From an optimization exercise on the open Yosys and OpenROAD flow, aimed at small area, a short achievable clock period and few clock cycles per item; shortcuts taken in it are not production practice.
In this exercise RTL edits were held to simulation tests only and were not proved equivalent to the original.
Power is estimated from default activity; no workload was simulated.

==> flow/design.v (excerpt) <==
module AuctionSearch(
  input         clock,
  input         reset,
  output        io_rewardIn_0_ready,
  input         io_rewardIn_0_valid,
  input  [7:0]  io_rewardIn_0_reward,
  input  [10:0] io_rewardIn_0_idx,
  input         io_rewardIn_0_last,
  output [10:0] io_agentIdx_0,
  input  [7:0]  io_price_0,
  output        io_rewardIn_1_ready,
  input         io_rewardIn_1_valid,
  input  [7:0]  io_rewardIn_1_reward,
  input  [10:0] io_rewardIn_1_idx,
  output [10:0] io_agentIdx_1,
  input  [7:0]  io_price_1,
  output        io_rewardIn_2_ready,
  input         io_rewardIn_2_valid,
  input  [7:0]  io_rewardIn_2_reward,
  input  [10:0] io_rewardIn_2_idx,
  output [10:0] io_agentIdx_2,
  input  [7:0]  io_price_2,
  output        io_rewardIn_3_ready,
  input         io_rewardIn_3_valid,
  input  [7:0]  io_rewardIn_3_reward,
  input  [10:0] io_rewardIn_3_idx,
  output [10:0] io_agentIdx_3,
  input  [7:0]  io_price_3,
  output        io_rewardIn_4_ready,
  input         io_rewardIn_4_valid,
  input  [7:0]  io_rewardIn_4_reward,
  input  [10:0] io_rewardIn_4_idx,
  output [10:0] io_agentIdx_4,
  input  [7:0]  io_price_4,
  output        io_rewardIn_5_ready,
  input         io_rewardIn_5_valid,
  input  [7:0]  io_rewardIn_5_reward,
  input  [10:0] io_rewardIn_5_idx,
  output [10:0] io_agentIdx_5,
  input  [7:0]  io_price_5,
  output        io_rewardIn_6_ready,
  input         io_rewardIn_6_valid,
  input  [7:0]  io_rewardIn_6_reward,
  input  [10:0] io_rewardIn_6_idx,
  output [10:0] io_agentIdx_6,
  input  [7:0]  io_price_6,
  output        io_rewardIn_7_ready,
  input         io_rewardIn_7_valid,
  input  [7:0]  io_rewardIn_7_reward,
  input  [10:0] io_rewardIn_7_idx,
  output [10:0] io_agentIdx_7,
  input  [7:0]  io_price_7,
  input         io_resultOut_ready,
  output        io_resultOut_valid,
  output [10:0] io_resultOut_winner,
  output [7:0]  io_resultOut_bid
);
Settings: LEC_CHECK=0, CAP_MARGIN=20, CORE_MARGIN=2, CORE_UTILIZATION=40, CTS_CLUSTER_DIAMETER=150, CTS_CLUSTER_SIZE=40, GPL_TIMING_DRIVEN=0, PLACE_DENSITY=0.6, SETUP_SLACK_MARGIN=0.1, SLEW_MARGIN=20, SYNTH_HIERARCHICAL=1, TNS_END_PERCENT=10; clock period 4.0 ns.
standard.sh (not shown) runs the stock make flow with config.mk's settings and CLKGATE_MAP_FILE= SYNTH_SCRIPT=/design/flow/synth_recipe.tcl, a recipe that flattens the netlist after the stock synthesis.
==> flow/flow/run.sh <==
#!/bin/bash
# The standard layout (standard.sh), with two changes:
# - plain buf_1 buffers on the ports instead of the flow's default choice (a
#   delay cell); every port still gets its own buffer;
# - after synthesis, every combinational cell is set to the smallest drive of
#   its kind (flow/downsize.tcl); the flow's resizing sizes up what timing needs.
# Each tool's full output goes to a log of its own here; ORFS's per-step logs
# are under orfs/logs/.
set -euo pipefail
export BUFFER_PORTS_ARGS="-buffer_cell sky130_fd_sc_hd__buf_1"
bash standard.sh synth > standard_synth.log 2>&1
export SYNTH_ODB=orfs/results/${FLOW_PLATFORM}/AuctionSearch/base/1_synth.odb
openroad -no_init -exit flow/downsize.tcl > downsize.log 2>&1
touch orfs/results/${FLOW_PLATFORM}/AuctionSearch/base/1_synth.sdc
bash standard.sh > standard.log 2>&1
==> flow/flow/downsize.tcl <==
# Set every combinational cell of the synthesized netlist to the smallest
# drive of its kind (same function and footprint); placement's and timing
# repair's resizing then sizes up what the timing needs. Registers, tie cells
# and delay cells are left as synthesis made them.
read_db $::env(SYNTH_ODB)
set db [ord::get_db]
set block [ord::get_db_block]
set swapped 0
set saved 0.0
foreach inst [$block getInsts] {
  set m [$inst getMaster]
  set name [$m getName]
  if {![regexp {^(sky130_fd_sc_hd__([a-z0-9]+))_([0-9]+)$} $name -> base kind n]} { continue }
  if {[regexp {^(df|edf|sdf|dl|conb|tap|fill|decap|clkdly|dlygate|dlymetal|probe|lpflow|ebuf|einv)} $kind]} { continue }
  set best $m
  foreach s {0 1 2} {
    set c [$db findMaster ${base}_$s]
    if {$c ne "NULL" && [$c getWidth] < [$best getWidth]} { set best $c }
  }
  if {$best ne $m} {
    set saved [expr {$saved + ([$m getWidth] - [$best getWidth]) * [$m getHeight] / 1e6}]
    $inst swapMaster $best
    incr swapped
  }
}
puts "downsize: swapped $swapped cells, [format %.1f $saved] um2 less"
write_db $::env(SYNTH_ODB)
The first run completed without violations.
Testbench counts at the start, summed over its fixed seeds: cycles 31,933, rounds 5,813.
Change:
--- a/flow/config.mk
+++ b/flow/config.mk
@@ -11,2 +10,0 @@
-export CTS_CLUSTER_DIAMETER = 150
-export CTS_CLUSTER_SIZE = 40
What happened: Final area does not change; wire length does not change; power does not change; worst setup slack does not change; non-clock buffer count is unchanged.
Change:
--- a/flow/config.mk
+++ b/flow/config.mk
@@ -10,0 +11 @@
+export CTS_CLUSTER_SIZE = 30
Cell area stays the same.
Setup slack stays the same.
Global-route usage is unchanged.
Utilization stays the same.
Hold slack is unchanged.
Wire length is unchanged.
Power stays the same.
First-iteration DRC count does not change.


Another version of the RTL of AuctionSearch (not shown whole).
For scale: ~340 I/O pins, ~16000 um2 of cells after synthesis.
==> flow/config.mk <==
export PLATFORM = sky130hd
export DESIGN_NAME = AuctionSearch
export DESIGN_NICKNAME = AuctionSearch
export VERILOG_FILES = /design/flow/design.v
export SDC_FILE = /design/flow/constraint.sdc
export NUM_CORES = 4
export LEC_CHECK = 0
export CAP_MARGIN = 20
export CORE_MARGIN = 2
export CORE_UTILIZATION = 40
export GPL_TIMING_DRIVEN = 0
export PLACE_DENSITY = 0.6
export SETUP_SLACK_MARGIN = 0.15
export SLEW_MARGIN = 20
export SYNTH_HIERARCHICAL = 1
export TNS_END_PERCENT = 10
==> flow/constraint.sdc <==
create_clock -name core_clock -period 4.0 [get_ports {clock}]
set_input_delay 0.8000 -clock core_clock [delete_from_list [all_inputs] [get_ports {clock}]]
set_output_delay 0.8000 -clock core_clock [all_outputs]
set_load 0.01 [all_outputs]
==> flow/flow/run.sh <==
#!/bin/bash
# The standard layout (standard.sh), with two changes:
# - plain buf_2 buffers on the ports instead of the flow's default choice (a
#   delay cell); every port still gets its own buffer;
# - after synthesis, every combinational cell is set to the smallest drive of
#   its kind (flow/downsize.tcl); the flow's resizing sizes up what timing needs.
# Each tool's full output goes to a log of its own here; ORFS's per-step logs
# are under orfs/logs/.
set -euo pipefail
export BUFFER_PORTS_ARGS="-buffer_cell sky130_fd_sc_hd__buf_2"
bash standard.sh synth > standard_synth.log 2>&1
export SYNTH_ODB=orfs/results/${FLOW_PLATFORM}/AuctionSearch/base/1_synth.odb
openroad -no_init -exit flow/downsize.tcl > downsize.log 2>&1
touch orfs/results/${FLOW_PLATFORM}/AuctionSearch/base/1_synth.sdc
bash standard.sh > standard.log 2>&1
Scripts as last shown in full above: flow/flow/downsize.tcl
The first run finished clean.
Testbench counts at the start, summed over its fixed seeds: cycles 31,933, rounds 5,813.
Change:
- SETUP_SLACK_MARGIN: 0.15 -> 0.1
- TNS_END_PERCENT: 10 -> default
After rerunning:
- The new run finished clean
- global-route usage went up by 1.1 points
- worst hold slack loses 0.0070 ns
- worst setup slack improves by 0.0083 ns
- clock power fell by about 7%
- sequential power decreases by about 2%
- critical path depth decreases by 8
- design area went down by 0.70%
Change:
- CTS_BUF_LIST: default -> sky130_fd_sc_hd__clkbuf_4 sky130_fd_sc_hd__clkbuf_8
Result: Core utilization decreases by 0.73 points. Maximum frequency is about the same. Clock-buffer cell count stays the same. Setup slack barely changes. Clock power shrinks by 23%. Total power went down by about 4%. Routed wire length is about the same. Non-clock buffer count goes down by 7. Sequential cell count is unchanged. Design area goes down by about 1.3%.
Change:
- CTS_BUF_LIST: sky130_fd_sc_hd__clkbuf_4 sky130_fd_sc_hd__clkbuf_8 -> default
- TNS_END_PERCENT: default -> 10
After rerunning: Via count stays flat; sequential cell count is unchanged; total power came out higher by 3.2%; cell area came out higher by 0.54%; routed wire length came out lower by about 0.6%; core utilization came out higher by 0.29 points; hold slack gains 0.076 ns; combinational power came out lower by about 4%; worst setup slack loses 0.056 ns.


AuctionSearch, a different RTL version from the one above (not shown whole).
Size in the first run: about 2800 cells after synthesis, roughly 16000 µm² of cells after synthesis.
Settings: LEC_CHECK=0, CAP_MARGIN=5, CORE_MARGIN=2, CORE_UTILIZATION=40, GPL_TIMING_DRIVEN=0, PLACE_DENSITY=0.6, SETUP_SLACK_MARGIN=0.1, SLEW_MARGIN=5, SYNTH_HIERARCHICAL=1; clock period 4.0 ns.
Scripts as last shown in full above: flow/flow/run.sh, flow/flow/downsize.tcl
Testbench counts at the start, summed over its fixed seeds: cycles 31,933, rounds 5,813.
Then changed:
CAP_MARGIN = 20   (was 5)
GPL_TIMING_DRIVEN = unset   (was 0)
SLEW_MARGIN = 20   (was 5)
Global-route usage hardly moves.
Design area rises by roughly a tenth.
Utilization is higher by 5.4 points.
Synthesized area stays the same.
Then changed:
GPL_TIMING_DRIVEN = 0   (was unset)
SETUP_SLACK_MARGIN = 0.2   (was 0.1)
The changed run completed with no timing, DRC or antenna violations.
Synthesized area is unchanged.
First-iteration DRC count rises by 14%.
Clock-buffer cell count decreases by 1.
Setup slack gains 0.061 ns.
Combinational power goes up by about 3%.
Critical path depth goes down by 4.
Cell count is lower by 4.8%.
Total power came out higher by about 4%.
Sequential power goes up by about 4%.
Utilization shrinks by 2.2 points.


## job 983
Another version of the RTL of AuctionSearch (not shown whole).
Size in the first run: about 2,800 cells after synthesis, ~340 I/O pins, roughly 0.016 sq mm of cells after synthesis.
clock: 4.0 ns
lec_check: 0
cap_margin: 20
core_margin: 2
core_utilization: 40
place_density: 0.6
slew_margin: 20
synth_hierarchical: 1
Scripts as last shown in full above: flow/flow/run.sh, flow/flow/downsize.tcl
Testbench counts of job 983, summed over its fixed seeds: cycles 31,933, rounds 5,813.
Input changes introduced in job 8554 (baseline for comparison: job 983):
==> flow/run.sh (new file) <==
#!/bin/bash
# synth_recipe.tcl (not shown) runs the flow's synth.tcl, then flattens the netlist and writes it again
# the make line also repeats each setting of config.mk as NAME=value (left out here)
make -C /OpenROAD-flow-scripts/flow DESIGN_CONFIG=/design/flow/config.mk WORK_HOME=/design/flow/orfs CLKGATE_MAP_FILE= SYNTH_SCRIPT=/design/flow/synth_recipe.tcl finish
diff --git a/flow/config.mk b/flow/config.mk
--- a/flow/config.mk
+++ b/flow/config.mk
@@ -8,6 +8,6 @@
 export CAP_MARGIN = 20
 export CORE_MARGIN = 2
-export CORE_UTILIZATION = 40
-export PLACE_DENSITY = 0.6
+export CORE_UTILIZATION = 60
+export PLACE_DENSITY = 0.75
 export SLEW_MARGIN = 20
 export SYNTH_HIERARCHICAL = 1
removed: flow/flow/run.sh
removed: flow/flow/downsize.tcl
removed: flow/standard.sh
==> results.txt <==
- The log for job 8554 ends in 5_1_grt with error GRT-0116, so the run never completed.
- Compared job 8554 vs job 983, and post-CTS setup-driven buffer insertion count is up in job 8554.
- Changes observed in job 8554 relative to job 983: cell row count decreased by 10 relative to the old numbers, number of placed instances with taps included decreased by 3.8% relative to the old numbers.


AuctionSearch again, from the RTL that the note above started with.
Settings: LEC_CHECK=0, CAP_MARGIN=20, CORE_MARGIN=2, CORE_UTILIZATION=40, GPL_TIMING_DRIVEN=0, PLACE_DENSITY=0.6, SLEW_MARGIN=20, SYNTH_HIERARCHICAL=1; clock period 4.0 ns.
run.sh (not shown) runs the stock make flow with config.mk's settings and CLKGATE_MAP_FILE= SYNTH_SCRIPT=/design/flow/synth_recipe.tcl, a recipe that flattens the netlist after the stock synthesis.
Stock flow here: none of the scripts above is used.
The baseline reached the layout checks and failed them: negative setup slack.
Testbench counts at the start, summed over its fixed seeds: cycles 31,933, rounds 5,813.
Edit:
==> flow/flow/run.sh (new file) <==
#!/bin/bash
# The standard layout (standard.sh), with plain buf_2 buffers on the ports
# instead of the flow's default choice (a delay cell). Every port still gets
# its own buffer. The full output of the flow goes to standard.log; ORFS's own
# per-step logs are under orfs/logs/.
set -euo pipefail
export BUFFER_PORTS_ARGS="-buffer_cell sky130_fd_sc_hd__buf_2"
bash standard.sh > standard.log 2>&1
==> flow/standard.sh (new file) <==
#!/bin/bash
# synth_recipe.tcl (not shown) runs the flow's synth.tcl, then flattens the netlist and writes it again
# the make line also repeats each setting of config.mk as NAME=value (left out here)
make -C /OpenROAD-flow-scripts/flow DESIGN_CONFIG=/design/flow/config.mk WORK_HOME=/design/flow/orfs CLKGATE_MAP_FILE= SYNTH_SCRIPT=/design/flow/synth_recipe.tcl "${@:-finish}"
--- a/flow/config.mk
+++ b/flow/config.mk
@@ -11 +10,0 @@
-export GPL_TIMING_DRIVEN = 0
removed: flow/run.sh
With this change the flow completed with no timing, DRC or antenna violations.
Cell area fell by 6.1%.
Global-route usage shrinks by 1.2 points.
Final cell count is higher by about 4%.
Total power falls by 5.2%.
Die area stays the same.

what the ideal ports hide:
The flow's constraints put no driver on any port. The routed layouts listed below were extracted and timed again, unchanged, in two steps.
Step 1: set_driving_cell puts a clkbuf_16 on clock and a buf_2 on each other input, an assumption about the parent block.
Step 2 moves the port delays by t, midway between the first and last clock arrival at a register: inputs arrive t later, outputs are due t later. That takes back most of the time a late clock gives input paths.
a / b / c = ideal / step 1 / step 2; a / b = the first two.
run	t, ns	setup WS [ns]	hold WS [ns]	worst setup path at the end	latest minus earliest clock arrival (ns)
the first run of note 1	0.544	0.144 / 0.096 / -0.346	0.380 / 0.357 / 0.488	input to register	0.019 / 0.019
the second run of note 1	0.544	0.144 / 0.096 / -0.346	0.380 / 0.357 / 0.488	input to register	0.019 / 0.019
the third run of note 1	0.544	0.144 / 0.096 / -0.346	0.380 / 0.357 / 0.488	input to register	0.019 / 0.019
the first run of note 2	0.522	0.171 / 0.179 / -0.316	0.433 / 0.394 / 0.453	input to register	0.020 / 0.020
the second run of note 2	0.536	0.180 / 0.119 / -0.309	0.426 / 0.389 / 0.439	input to register	0.027 / 0.027
the third run of note 2	0.603	0.178 / 0.164 / -0.356	0.344 / 0.309 / 0.428	input to register	0.042 / 0.042
the fourth run of note 2	0.534	0.122 / 0.063 / -0.315	0.421 / 0.383 / 0.440	input to register	0.027 / 0.026
the first run of note 3	0.510	0.110 / 0.054 / -0.320	0.434 / 0.401 / 0.454	input to register	0.013 / 0.013
the second run of note 3	0.506	0.133 / 0.162 / -0.345	0.438 / 0.403 / 0.457	input to register	0.021 / 0.021
the third run of note 3	0.499	0.194 / 0.194 / -0.275	0.435 / 0.408 / 0.453	input to register	0.015 / 0.015
job 983	0.495	0.107 / 0.065 / -0.368	0.430 / 0.411 / 0.458	input to register	0.017 / 0.017
the first run of note 5	0.516	-0.039 / -0.002 / -0.518	0.450 / 0.450 / 0.450	input to register	0.022 / 0.022
the second run of note 5	0.503	0.116 / 0.101 / -0.354	0.446 / 0.412 / 0.454	input to register	0.010 / 0.010
Met with ideal ports but missed after step 2: setup timing in 12 of these runs. For the third run of note 2, which loses most, drivers alone change the setup slack by -0.014 ns; drivers and shift together by -0.534 ns.
